What follows belongs to an exercise in optimizing a design on an open flow for small area; a production flow would make more cautious choices. Only simulation tests tie the RTL to the original design; equivalence was not proved. The flow treats the clock pin as an ideal source. Dropping or thinning the clock tree relies on that and would not hold on a real chip.

## birch
// piano_master
module piano_master #(parameter CLKS_PER_BIT = 16)
    (
        input  i_Clock,
        input  i_Reset,
        input  i_RX_Serial,
        output o_TX_Serial
    );
clock: 10.0 ns
lec_check: 0
cap_margin: 0
core_margin: 2
core_utilization: 50
place_density: 0.9
slew_margin: 0
standard.sh (not shown) runs the stock make flow with config.mk's settings and CLKGATE_MAP_FILE= SYNTH_SCRIPT=/design/flow/synth_recipe.tcl, a recipe that flattens the netlist after the stock synthesis.
==> flow/flow/run.sh <==
#!/bin/bash
# Layout flow: the standard flow, with three changes.
#  1. After the standard synthesis, the combinational logic is re-mapped with a stronger ABC
#     script (flow/resyn.tcl, flow/deep.script; the smallest of several deepsyn seeds is kept);
#     every register keeps its instance, name and cell.
#  2. Ports are buffered with buf_1 instead of the default buffer.
#  3. CTS is replaced by a few clock buffers driven by the clock port, each driving one cluster
#     of register clock pins (flow/cts_hook.tcl).
# Each tool's output goes to a log file of its own in this folder.
set -euo pipefail
F=$(pwd)
R=$F/orfs/results/$FLOW_PLATFORM/piano_master/base
LIB=$FLOW_HOME/platforms/$FLOW_PLATFORM/lib/sky130_fd_sc_hd__tt_025C_1v80.lib
CLKBUF_CELL=sky130_fd_sc_hd__clkbuf_8
CLKBUF_COUNT=3
RESYN_SEEDS=32
[ -f flow/clk.cfg ] && source flow/clk.cfg

bash standard.sh synth > log_1_synth.log 2>&1
cp $R/1_2_yosys.v $F/std_1_2_yosys.v
bash flow/resyn_best.sh $F/std_1_2_yosys.v $F/resyn_1_2_yosys.v $LIB $FLOW_TOP $RESYN_SEEDS 4 > log_1_resyn.log 2>&1
cp $F/resyn_1_2_yosys.v $R/1_2_yosys.v
rm -f $R/1_synth.odb
bash standard.sh BUFFER_PORTS_ARGS="-buffer_cell sky130_fd_sc_hd__buf_1" \
  PRE_CTS_TCL=$F/flow/cts_hook.tcl CLKBUF_CELL=$CLKBUF_CELL CLKBUF_COUNT=$CLKBUF_COUNT \
  finish > log_2_layout.log 2>&1
Other scripts of this flow, unchanged in this note and not shown: flow/flow/clk.cfg, flow/flow/cts_hook.tcl, flow/flow/deep.script, flow/flow/resyn.tcl, flow/flow/resyn_best.sh
The flow did not stop early for birch: all stages ran, and the layout cleared the timing, DRC and antenna checks.
For oak, these inputs were changed with respect to birch:
==> flow/flow/run.sh <==
#!/bin/bash
# Layout flow: the standard flow, with three changes.
#  1. After the standard synthesis, the combinational logic is re-mapped with a stronger ABC
#     script (flow/resyn.tcl, flow/deep.script): the smallest of several deepsyn seeds is kept,
#     then the result is re-mapped again the same way for a few more rounds while it shrinks;
#     every register keeps its instance, name and cell.
#  2. Ports are buffered with buf_1 instead of the default buffer.
#  3. CTS is replaced by a few clock buffers driven by the clock port, each driving one cluster
#     of register clock pins (flow/cts_hook.tcl).
# Each tool's output goes to a log file of its own in this folder.
set -euo pipefail
F=$(pwd)
R=$F/orfs/results/$FLOW_PLATFORM/piano_master/base
LIB=$FLOW_HOME/platforms/$FLOW_PLATFORM/lib/sky130_fd_sc_hd__tt_025C_1v80.lib
CLKBUF_CELL=sky130_fd_sc_hd__clkbuf_8
CLKBUF_COUNT=3
RESYN_SEEDS=32
RESYN_MORE_SEEDS=16
RESYN_ROUNDS=4
[ -f flow/clk.cfg ] && source flow/clk.cfg

bash standard.sh synth > log_1_synth.log 2>&1
cp $R/1_2_yosys.v $F/std_1_2_yosys.v
mkdir -p $F/resyn_r1
(cd $F/resyn_r1 && bash $F/flow/resyn_best.sh $F/std_1_2_yosys.v $F/resyn_r1/best.v $LIB $FLOW_TOP $RESYN_SEEDS 4) > log_1_resyn_r1.log 2>&1
cur=$F/resyn_r1/best.v
curA=$(grep "^best" log_1_resyn_r1.log | awk '{print $NF}')
for r in $(seq 2 $RESYN_ROUNDS); do
  mkdir -p $F/resyn_r$r
  (cd $F/resyn_r$r && bash $F/flow/resyn_best.sh $cur $F/resyn_r$r/best.v $LIB $FLOW_TOP $RESYN_MORE_SEEDS 4) > log_1_resyn_r$r.log 2>&1
  A=$(grep "^best" log_1_resyn_r$r.log | awk '{print $NF}')
  if python3 -c "import sys; sys.exit(0 if $A < $curA else 1)"; then cur=$F/resyn_r$r/best.v; curA=$A; else break; fi
done
echo "kept $cur area $curA" > log_1_resyn.log
cp $cur $F/resyn_1_2_yosys.v
cp $F/resyn_1_2_yosys.v $R/1_2_yosys.v
rm -f $R/1_synth.odb
bash standard.sh BUFFER_PORTS_ARGS="-buffer_cell sky130_fd_sc_hd__buf_1" \
  PRE_CTS_TCL=$F/flow/cts_hook.tcl CLKBUF_CELL=$CLKBUF_CELL CLKBUF_COUNT=$CLKBUF_COUNT \
  finish > log_2_layout.log 2>&1
Notes after the runs:
- Of the two candidates, birch has the better routed wire length and oak the worse one.
- oak vs birch, worst setup path startpoint: tj_s[0] vs tj_s[2]
- Changes observed in oak relative to birch: number of cells in the design after placement down 1.8%; met1 usage up 3.2 points; via count up 35; number of ordinary inverters in the final layout down 3.
No run of this note takes its clock network from TritonCTS; it comes from the design's own scripts or RTL.

what the ideal ports hide:
No port has a modelled driver above. Below, the same layouts with a new extraction and two added sets of constraints. Step 1 assumes that a clkbuf_16 drives the clock port and a buf_2 every other input. Step 2, shift: input delay + t, output delay - t, t = (earliest + latest rising clock arrival at the registers) / 2. This alone moves slack from input paths to output paths. a / b / c = no drivers / after step 1 / after step 2; a / b = the first two.
run | t (ns) | slack for setup (ns) | worst setup path after step 2
birch | 0.178 | 5.857 / 5.808 / 5.986 | register to output
oak | 0.169 | 6.058 / 6.016 / 6.185 | register to output
After both steps every run listed still meets setup and hold.
